What follows belongs to an exercise in optimizing a design on an open flow for small area, a short achievable clock period and few clock cycles; a production flow would make more cautious choices. Where RTL was checked, it was by simulation tests only, not by an equivalence proof against the original.

==> inputs of run R <==
Design matrix_vector_mul_fp, start of the top module:
module matrix_vector_mul_fp #(
    parameter int M = 2,
    parameter int N = 4
)(
    input  logic              clk,
    input  logic              rst,
    input  logic              start,
    input  logic [M*N*32-1:0] matrix,
    input  logic [N*32-1:0]   vector,
    output logic [M*32-1:0]   result,
    output logic              done
);
==> module fp_mult, before the edit <==
module fp_mult (
    input  logic [31:0] a,
    input  logic [7:0]  eb,
    input  logic        sb,
    input  logic [12:0] bo,
    input  logic [12:0] bt,
    input  logic [12:0] bn,
    input  logic        bz,
    output logic        sign,
    output logic [7:0]  ebase,
    output logic [24:0] p
);
    logic [47:0] s0, s1;
    booth_mul u_mul (
        .a({a[30:23] != 8'd0, a[22:0]}),
        .bo(bo), .bt(bt), .bn(bn), .bz(bz),
        .s0(s0), .s1(s1)
    );
    fp_cpa48 u_cpa (.s0(s0), .s1(s1), .p(p));
    fp_ebase u_eb (.ea(a[30:23]), .eb(eb), .e(ebase));
    assign sign  = a[31] ^ sb;
endmodule
==> module fp_ebase, before the edit <==
module fp_ebase (
    input  logic [7:0] ea,
    input  logic [7:0] eb,
    output logic [7:0] e
);
    assign e = ea + eb - 8'd127;
endmodule
==> module fp_add_exp, before the edit <==
module fp_add_exp #(
    parameter bit FAST = 0      
)(
    input  logic [7:0] ba,
    input  logic       ca,
    input  logic [7:0] bb,
    input  logic       cb,
    output logic       gt,      
    output logic       eq,      
    output logic [4:0] d,       
    output logic       dz,      
    output logic [7:0] emax
);
    logic [7:0] v [4];
    generate
        if (FAST) begin: F
            fp_add_exp_cases_fast u_cases (.ba(ba), .bb(bb), .v00(v[0]), .v01(v[1]), .v10(v[2]), .v11(v[3]));
        end else begin: S
            fp_add_exp_cases u_cases (.ba(ba), .bb(bb), .v00(v[0]), .v01(v[1]), .v10(v[2]), .v11(v[3]));
        end
    endgenerate
    fp_pick4 #(.W(8)) u_pick (.v0(v[0]), .v1(v[1]), .v2(v[2]), .v3(v[3]), .s({ca, cb}),
                              .y({gt, eq, d, dz}));
    fp_add_emax u_emax (.ba(ba), .ca(ca), .bb(bb), .cb(cb), .gt(gt), .emax(emax));
endmodule
==> module fp_add_emax, before the edit <==
module fp_add_emax (
    input  logic [7:0] ba,
    input  logic       ca,
    input  logic [7:0] bb,
    input  logic       cb,
    input  logic       gt,
    output logic [7:0] emax
);
    logic [7:0] ea, eb;
    assign ea   = ba + {7'd0, ca};
    assign eb   = bb + {7'd0, cb};
    assign emax = gt ? ea : eb;
endmodule
export LEC_CHECK = 0
export CAP_MARGIN = 20
export CORE_MARGIN = 2
export CORE_UTILIZATION = 50
export SLEW_MARGIN = 20
export SYNTH_HIERARCHICAL = 1
create_clock -name core_clock -period 30.0 [get_ports {clk}]
standard.sh (not shown) runs the stock make flow with config.mk's settings and CLKGATE_MAP_FILE= SYNTH_SCRIPT=/design/flow/synth_recipe.tcl, a recipe that flattens the netlist after the stock synthesis.
==> flow/flow/run.sh <==
#!/bin/bash
# The standard layout with changes to synthesis and to timing repair:
# synthesis runs flow/synth.tcl (the standard flow's script, with ABC mapping by
# flow/abc_map.script, which does no buffering or sizing, and by
# flow/abc_area.script for a few exponent modules that have time to spare),
# and timing repair aims for 15.25 ns of setup slack, with buf_2 cells as
# the port buffers.
# make's output goes to synth.log and layout.log, each step's tool output
# to the ORFS logs under orfs/logs.
set -e
export FLOW_ABC_SCRIPT=$PWD/flow/abc_map.script
export FLOW_ABC_AREA_SCRIPT=$PWD/flow/abc_area.script
bash standard.sh SYNTH_SCRIPT=$PWD/flow/synth.tcl synth > synth.log 2>&1
bash standard.sh SETUP_SLACK_MARGIN=15.25 BUFFER_PORTS_ARGS="-buffer_cell sky130_fd_sc_hd__buf_2" finish > layout.log 2>&1
==> flow/flow/abc_area.script <==
strash
dch
amap
topo
==> flow/flow/abc_map.script <==
&get -n
&st
&dch
&nf
&st
&syn2
&if -g -K 6
&synch2
&nf
&st
&syn2
&if -g -K 6
&synch2
&nf
&st
&syn2
&if -g -K 6
&synch2
&nf
&st
&syn2
&if -g -K 6
&synch2
&nf
&st
&syn2
&if -g -K 6
&synch2
&nf
&put
topo
stime -c
==> flow/flow/synth.tcl <==
# The standard flow's synthesis script (synth_recipe.tcl) with one change: ABC maps with
# flow/abc_map.script, which leaves out the buffering and sizing steps of
# the standard ABC script (the resizer does those after placement), except
# for the exponent modules fp_add_exp_cases, fp_add_exp_cases_fast,
# fp_add2_dist, fp_ebase and fp_add_emax, which have time to spare: those it
# maps for area with flow/abc_area.script, and without adder cells.
proc synth {args} { yosys synth -nofsm -noshare {*}$args }
proc abc {args} {
  set i [lsearch -exact $args -script]
  set speed $args
  set area $args
  if { $i >= 0 } {
    lset speed [expr {$i + 1}] $::env(FLOW_ABC_SCRIPT)
    lset area [expr {$i + 1}] $::env(FLOW_ABC_AREA_SCRIPT)
  }
  # the exponent modules have time to spare: map them for area
  yosys abc {*}$area fp_add_exp_cases fp_add_exp_cases_fast fp_add2_dist fp_ebase fp_add_emax
  yosys abc {*}$speed * fp_add_exp_cases fp_add_exp_cases_fast fp_add2_dist fp_ebase fp_add_emax %u %u %u %u %d
}
proc extract_fa {args} {
  yosys extract_fa {*}$args * fp_add_exp_cases fp_add_exp_cases_fast fp_add2_dist fp_ebase fp_add_emax %u %u %u %u %d
}
source $::env(SCRIPTS_DIR)/synth.tcl
# left out here: clear keep_hierarchy, flatten, clean up, hide names made inside functions, write 1_2_yosys.v
==> inputs of run B, as changes to run R <==
--- a/flow/design.v
+++ b/flow/design.v
@@ -42,22 +42,15 @@
     booth_mul u_mul (
         .a({a[30:23] != 8'd0, a[22:0]}),
         .bo(bo), .bt(bt), .bn(bn), .bz(bz),
         .s0(s0), .s1(s1)
     );
     fp_cpa48 u_cpa (.s0(s0), .s1(s1), .p(p));
-    fp_ebase u_eb (.ea(a[30:23]), .eb(eb), .e(ebase));
+    assign ebase = a[30:23] + eb - 8'd127;
     assign sign  = a[31] ^ sb;
 endmodule
-module fp_ebase (
-    input  logic [7:0] ea,
-    input  logic [7:0] eb,
-    output logic [7:0] e
-);
-    assign e = ea + eb - 8'd127;
-endmodule
 module booth_mul (
   input  logic [23:0] a,
   input  logic [12:0] bo,    
   input  logic [12:0] bt,    
   input  logic [12:0] bn,    
   input  logic        bz,    
@@ -800,22 +793,12 @@
         end else begin: S
             fp_add_exp_cases u_cases (.ba(ba), .bb(bb), .v00(v[0]), .v01(v[1]), .v10(v[2]), .v11(v[3]));
         end
     endgenerate
     fp_pick4 #(.W(8)) u_pick (.v0(v[0]), .v1(v[1]), .v2(v[2]), .v3(v[3]), .s({ca, cb}),
                               .y({gt, eq, d, dz}));
-    fp_add_emax u_emax (.ba(ba), .ca(ca), .bb(bb), .cb(cb), .gt(gt), .emax(emax));
-endmodule
-module fp_add_emax (
-    input  logic [7:0] ba,
-    input  logic       ca,
-    input  logic [7:0] bb,
-    input  logic       cb,
-    input  logic       gt,
-    output logic [7:0] emax
-);
     logic [7:0] ea, eb;
     assign ea   = ba + {7'd0, ca};
     assign eb   = bb + {7'd0, cb};
     assign emax = gt ? ea : eb;
 endmodule
 module fp_add_exp_cases (
@@ -917,12 +900,26 @@
     input  logic [W-1:0] v3,
     input  logic [1:0]   s,
     output logic [W-1:0] y
 );
     assign y = s[1] ? (s[0] ? v3 : v2) : (s[0] ? v1 : v0);
 endmodule
+module fp_add_exp_ser (
+    input  logic [7:0] ba, input logic ca, input logic [7:0] bb, input logic cb,
+    output logic gt, output logic eq, output logic [4:0] d, output logic dz, output logic [7:0] emax);
+    logic [7:0] ea, eb; logic [8:0] dab, dba;
+    assign ea = ba + {7'd0, ca};
+    assign eb = bb + {7'd0, cb};
+    assign dab = {1'b0, ea} - {1'b0, eb};
+    assign dba = {1'b0, eb} - {1'b0, ea};
+    assign gt = dba[8];
+    assign eq = (ea == eb);
+    assign d  = dba[8] ? dab[4:0] : dba[4:0];
+    assign dz = dba[8] ? (dab[7:0] >= 8'd24) : (dba[7:0] >= 8'd24);
+    assign emax = dba[8] ? ea : eb;
+endmodule
 module fp_norm (
     input  logic [7:0]  e,
     input  logic [24:0] p,
     output logic [23:0] m
 );
     assign m = {p[24] ? (e != 8'hFF) : (e != 8'h00), p[24] ? p[23:1] : p[22:0]};
@@ -964,15 +961,15 @@
     input  logic        sa,
     input  logic [7:0]  ea,
     input  logic [24:0] pa,
     input  logic        sb,
     input  logic [7:0]  eb,
     input  logic [24:0] pb,
-    output logic        sign,
+    output logic        sbig,
     output logic        sub,
-    output logic        neg,
+    output logic        eqsub,
     output logic [23:0] big,
     output logic [23:0] sh,
     output logic [7:0]  emax
 );
     logic [23:0] ma, mb, sml, shc;
     logic        gt, eq, dz;
@@ -980,19 +977,17 @@
     fp_norm u_na (.e(ea), .p(pa), .m(ma));
     fp_norm u_nb (.e(eb), .p(pb), .m(mb));
     fp_add_exp u_exp (
         .ba(ea), .ca(pa[24]), .bb(eb), .cb(pb[24]),
         .gt(gt), .eq(eq), .d(d), .dz(dz), .emax(emax)
     );
-    logic mgt;
-    fp_mcmp u_cmp (.ma(ma), .mb(mb), .gt(mgt));
     assign sub   = sa ^ sb;
-    assign neg   = eq & sub & mgt;
+    assign eqsub = eq & sub;
     assign big   = gt ? ma : mb;
     assign sml   = gt ? mb : ma;
-    assign sign  = (gt | neg) ? sa : sb;
+    assign sbig  = gt ? sa : sb;
     fp_shift_coarse u_shc (.m(sml), .sub(sub), .d(d[4:3]), .dz(dz), .y(shc));
     fp_shift_fine   u_shf (.m(shc), .sub(sub), .d(d[2:0]), .y(sh));
 endmodule
 module fp_shift_coarse (
     input  logic [23:0] m,
     input  logic        sub,
@@ -1008,12 +1003,23 @@
             2'd1:    y = {{8{sub}}, x[23:8]};
             default: y = {{16{sub}}, x[23:16]};
         endcase
         if (dz) y = {24{sub}};
     end
 endmodule
+module fp_shift_fill (
+    input  logic [23:0] m,
+    input  logic        f,
+    input  logic [4:0]  d,
+    input  logic        dz,
+    output logic [23:0] y
+);
+    logic [47:0] x;
+    assign x = {{24{f}}, m} >> d;
+    assign y = dz ? {24{f}} : x[23:0];
+endmodule
 module fp_shift_fine (
     input  logic [23:0] m,
     input  logic        sub,
     input  logic [2:0]  d,
     output logic [23:0] y
 );
@@ -1050,13 +1056,13 @@
 )(
     input  logic [W-1:0] g,
     input  logic [W-1:0] p,
     output logic [W-1:0] G,
     output logic [W-1:0] P
 );
-    localparam int L = (W > 32) ? 6 : (W > 16) ? 5 : (W > 8) ? 4 : (W > 4) ? 3 : (W > 2) ? 2 : 1;
+    localparam int L = $clog2(W);
     wire gl [(L+1)*W];
     wire pl [(L+1)*W];
     genvar l, i;
     generate
         for (i = 0; i < W; i++) begin: IN
             assign gl[i] = g[i];
@@ -1080,18 +1086,25 @@
     endgenerate
 endmodule
 module fp_add_finish (
     input  logic [23:0] big,
     input  logic [23:0] sh,
     input  logic        sub,
-    input  logic        neg,
+    input  logic        eqsub,
+    input  logic        sa,
+    input  logic        sbig,
+    output logic        sign,
     output logic [24:0] s
 );
     logic [24:0] s0, s1;
+    logic        mgt, neg;
     fp_add25cc u_add (.a({1'b0, big}), .b({sub, sh}), .s0(s0), .s1(s1));
-    assign s = neg ? ~s0 : (sub ? s1 : s0);
+    fp_mcmp u_cmp (.ma(~sh), .mb(big), .gt(mgt));
+    assign neg  = eqsub & mgt;
+    assign s    = neg ? ~s0 : (sub ? s1 : s0);
+    assign sign = neg ? sa : sbig;
 endmodule
 module fp_add2 (
     input  logic        sa,
     input  logic [7:0]  ea,
     input  logic [24:0] pa,
     input  logic        sb,
@@ -1207,43 +1220,46 @@
                     .a(matrix[(i*N+j)*32 +: 32]),
                     .eb(vector[j*32+23 +: 8]), .sb(vector[j*32+31]),
                     .bo(bo[j]), .bt(bt[j]), .bn(bn[j]), .bz(bz[j]),
                     .sign(ps[j]), .ebase(pe[j]), .p(pp[j])
                 );
             end
-            logic        o_sign [2], o_sub [2], o_neg [2];
+            logic        o_sbig [2], o_sub [2], o_eqs [2];
             logic [23:0] o_big [2], o_sh [2];
             logic [7:0]  o_em [2];
-            logic        q_sign [2], q_sub [2], q_neg [2];
+            logic        q_sbig [2], q_sub [2], q_eqs [2], q_sa [2];
             logic [23:0] q_big [2], q_sh [2];
             logic [7:0]  q_em [2];
             for (j = 0; j < 2; j++) begin: A1
                 fp_add_order u_ord (
                     .sa(ps[2*j]), .ea(pe[2*j]), .pa(pp[2*j]),
                     .sb(ps[2*j+1]), .eb(pe[2*j+1]), .pb(pp[2*j+1]),
-                    .sign(o_sign[j]), .sub(o_sub[j]), .neg(o_neg[j]), .big(o_big[j]), .sh(o_sh[j]),
+                    .sbig(o_sbig[j]), .sub(o_sub[j]), .eqsub(o_eqs[j]), .big(o_big[j]), .sh(o_sh[j]),
                     .emax(o_em[j])
                 );
                 always_ff @(posedge clk) begin
-                    q_sign[j] <= o_sign[j];
+                    q_sbig[j] <= o_sbig[j];
                     q_sub[j]  <= o_sub[j];
-                    q_neg[j]  <= o_neg[j];
+                    q_eqs[j]  <= o_eqs[j];
+                    q_sa[j]   <= ps[2*j];
                     q_big[j]  <= o_big[j];
                     q_sh[j]   <= o_sh[j];
                     q_em[j]   <= o_em[j];
                 end
             end
+            logic        s1s [2];
             logic [24:0] s1 [2];
             for (j = 0; j < 2; j++) begin: F1
                 fp_add_finish u_fin (
-                    .big(q_big[j]), .sh(q_sh[j]), .sub(q_sub[j]), .neg(q_neg[j]), .s(s1[j])
+                    .big(q_big[j]), .sh(q_sh[j]), .sub(q_sub[j]), .eqsub(q_eqs[j]),
+                    .sa(q_sa[j]), .sbig(q_sbig[j]), .sign(s1s[j]), .s(s1[j])
                 );
             end
             fp_add2 u_add2 (
-                .sa(q_sign[0]), .ea(q_em[0]), .pa(s1[0]),
-                .sb(q_sign[1]), .eb(q_em[1]), .pb(s1[1]),
+                .sa(s1s[0]), .ea(q_em[0]), .pa(s1[0]),
+                .sb(s1s[1]), .eb(q_em[1]), .pb(s1[1]),
                 .y(result[i*32 +: 32])
             );
         end
     endgenerate
     always_ff @(posedge clk or posedge rst) begin
         if (rst) done <= 1'b0;
==> flow/flow/run.sh (replaced) <==
#!/bin/bash
# The standard layout with two changes to synthesis and to timing repair:
# synthesis runs flow/synth.tcl (the standard flow's script, with ABC mapping by
# flow/abc_map.script, which does no buffering or sizing), and timing repair
# aims for 15 ns of setup slack, with buf_4 cells as the port buffers.
# make's output goes to synth.log and layout.log, each step's tool output
# to the ORFS logs under orfs/logs.
set -e
export FLOW_ABC_SCRIPT=$PWD/flow/abc_map.script
bash standard.sh SYNTH_SCRIPT=$PWD/flow/synth.tcl synth > synth.log 2>&1
bash standard.sh SETUP_SLACK_MARGIN=15 BUFFER_PORTS_ARGS="-buffer_cell sky130_fd_sc_hd__buf_4" finish > layout.log 2>&1
==> flow/flow/synth.tcl (replaced) <==
# The standard flow's synthesis script (synth_recipe.tcl) with one change: ABC maps with
# flow/abc_map.script, which leaves out the buffering and sizing steps of
# the standard ABC script (the resizer does those after placement).
proc synth {args} { yosys synth -nofsm -noshare {*}$args }
proc abc {args} {
  set i [lsearch -exact $args -script]
  if { $i >= 0 } {
    lset args [expr {$i + 1}] $::env(FLOW_ABC_SCRIPT)
  }
  yosys abc {*}$args
}
source $::env(SCRIPTS_DIR)/synth.tcl
# left out here: clear keep_hierarchy, flatten, clean up, hide names made inside functions, write 1_2_yosys.v
- CORE_UTILIZATION: 50 -> 40
removed: flow/flow/abc_area.script
==> inputs of run E, as changes to run R <==
--- a/flow/design.v
+++ b/flow/design.v
@@ -42,22 +42,15 @@
     booth_mul u_mul (
         .a({a[30:23] != 8'd0, a[22:0]}),
         .bo(bo), .bt(bt), .bn(bn), .bz(bz),
         .s0(s0), .s1(s1)
     );
     fp_cpa48 u_cpa (.s0(s0), .s1(s1), .p(p));
-    fp_ebase u_eb (.ea(a[30:23]), .eb(eb), .e(ebase));
+    assign ebase = a[30:23] + eb - 8'd127;
     assign sign  = a[31] ^ sb;
 endmodule
-module fp_ebase (
-    input  logic [7:0] ea,
-    input  logic [7:0] eb,
-    output logic [7:0] e
-);
-    assign e = ea + eb - 8'd127;
-endmodule
 module booth_mul (
   input  logic [23:0] a,
   input  logic [12:0] bo,    
   input  logic [12:0] bt,    
   input  logic [12:0] bn,    
   input  logic        bz,    
@@ -800,22 +793,12 @@
         end else begin: S
             fp_add_exp_cases u_cases (.ba(ba), .bb(bb), .v00(v[0]), .v01(v[1]), .v10(v[2]), .v11(v[3]));
         end
     endgenerate
     fp_pick4 #(.W(8)) u_pick (.v0(v[0]), .v1(v[1]), .v2(v[2]), .v3(v[3]), .s({ca, cb}),
                               .y({gt, eq, d, dz}));
-    fp_add_emax u_emax (.ba(ba), .ca(ca), .bb(bb), .cb(cb), .gt(gt), .emax(emax));
-endmodule
-module fp_add_emax (
-    input  logic [7:0] ba,
-    input  logic       ca,
-    input  logic [7:0] bb,
-    input  logic       cb,
-    input  logic       gt,
-    output logic [7:0] emax
-);
     logic [7:0] ea, eb;
     assign ea   = ba + {7'd0, ca};
     assign eb   = bb + {7'd0, cb};
     assign emax = gt ? ea : eb;
 endmodule
 module fp_add_exp_cases (
==> flow/flow/run.sh (replaced) <==
#!/bin/bash
# The standard layout with two changes to synthesis and to timing repair:
# synthesis runs flow/synth.tcl (the standard flow's script, with ABC mapping by
# flow/abc_map.script, which does no buffering or sizing), and timing repair
# aims for 15.25 ns of setup slack, with buf_2 cells as the port buffers.
# make's output goes to synth.log and layout.log, each step's tool output
# to the ORFS logs under orfs/logs.
set -e
export FLOW_ABC_SCRIPT=$PWD/flow/abc_map.script
bash standard.sh SYNTH_SCRIPT=$PWD/flow/synth.tcl synth > synth.log 2>&1
bash standard.sh SETUP_SLACK_MARGIN=15.25 BUFFER_PORTS_ARGS="-buffer_cell sky130_fd_sc_hd__buf_2" finish > layout.log 2>&1
==> flow/flow/synth.tcl (replaced) <==
# The standard flow's synthesis script (synth_recipe.tcl) with one change: ABC maps with
# flow/abc_map.script, which leaves out the buffering and sizing steps of
# the standard ABC script (the resizer does those after placement).
proc synth {args} { yosys synth -nofsm -noshare {*}$args }
proc abc {args} {
  set i [lsearch -exact $args -script]
  if { $i >= 0 } {
    lset args [expr {$i + 1}] $::env(FLOW_ABC_SCRIPT)
  }
  yosys abc {*}$args
}
source $::env(SCRIPTS_DIR)/synth.tcl
# left out here: clear keep_hierarchy, flatten, clean up, hide names made inside functions, write 1_2_yosys.v
- PLACE_DENSITY: not set -> 0.7
removed: flow/flow/abc_area.script
==> impl_summary.txt <==
----------------------------------------------------
[Run status]
  Outcome ... timing/DRC/antenna clean

[Detailed routing]
  Vias/cell ... 6.59
  Final wirelength ... ~570000 um

[CTS]
  Reg clk slew, reported paths ... around 0.070 ns

[Final layout]
  Clock buffer instance count of the final layout ... 35
  Layout Area Growth over Synthesis ... 6.02%

[STA]
  Measured slew at the worst slew-check pin ... around 1.2 ns

[Synthesis]
  Synth warnings ... between 60 and 70

[Critical path]
  Path length in cells of the critical path ... 30
  Largest fanout on the critical path ... between 40 and 50

[Floorplanning]
  Horizontal die dimension ... 566 um

[GRT]
  Largest net degree at the start of global routing ... 103

----------------------------------------------------
(the above is from run R)
==> impl_summary.txt <==
----------------------------------------------------
[Run status]
  Outcome ... timing/DRC/antenna clean

[CTS]
  Reg clk slew, reported paths ... ~0.08 ns

[Detailed routing]
  Vias/cell ... ~6.3
  Final wirelength ... around 600000 um

[Final layout]
  Fill cell total of the finished layout ... slightly below 40k
  Layout Area Growth over Synthesis ... 6.92%
  Area taken by flip-flops and latches ... around 0.0048 mm2
  Clock buffer instance count of the final layout ... 31

[Floorplanning]
  Horizontal die dimension ... around 640 um

[Critical path]
  Path length in cells of the critical path ... 32
  Largest fanout on the critical path ... 24

[GRT]
  Largest net degree at the start of global routing ... just over 60

[Synthesis]
  Synth warnings ... between 60 and 70

[STA]
  Number of failing setup endpoints in the final timing report ... 0
  Measured slew at the worst slew-check pin ... around 1.2 ns
  Highest achievable clock rate ... between 0.06 and 0.07 GHz

----------------------------------------------------
(the above is from run B)
==> impl_summary.txt <==
----------------------------------------------------
[Detailed routing]
  Final wirelength ... between 500000 and 600000 um
  Vias after detailed routing ... between 100k and 150k
  Vias/cell ... 6.74

[Run status]
  Outcome ... timing/DRC/antenna clean

[Critical path]
  Largest fanout on the critical path ... 48
  Path length in cells of the critical path ... 31
  Slowest Stage Delay on Critical Path ... about 0.58 ns

[Floorplanning]
  Initial Util ... 50.2%

[GRT]
  Largest net degree at the start of global routing ... between 50 and 60

[Synthesis]
  Synth warnings ... 63

[STA]
  Measured slew at the worst slew-check pin ... ~1.1 ns

[Final layout]
  Layout Area Growth over Synthesis ... 6.04%

----------------------------------------------------
(the above is from run E)
Testbench counts of run R, summed over its fixed seeds: cycles 32,000.
Testbench counts of run E, summed over its fixed seeds: cycles 32,000.
The RTL of run B was laid out without a check of its function.

[afterwards: timing with drivers on the ports]
Ports are ideal in the flow. The routed layouts listed here were re-timed in OpenROAD. Step 1: set_driving_cell puts a clkbuf_16 on clk and a buf_2 on each other input, an assumption about the parent block. Step 2, shift: input delay + t, output delay - t, t = (earliest + latest rising clock arrival at the registers) / 2. This alone moves slack from input paths to output paths. Slacks: no drivers / after step 1 / after step 2; pairs: no drivers / after step 1.
| run | shift t [ns] | setup slack, ns | worst setup path after step 2 | worst slew at a driven data input, ns |
|---|---|---|---|---|
| run R | 0.692 | 15.378 / 15.403 / 14.711 | input to register | 0.21 |
| run B | 0.704 | 15.242 / 15.225 / 14.564 | input to register | 0.22 |
| run E | 0.700 | 15.386 / 15.379 / 14.680 | input to register | 0.31 |
After both steps every run listed still meets setup and hold. For run E, which loses most, drivers alone change the setup slack by -0.007 ns; drivers and shift together by -0.706 ns.
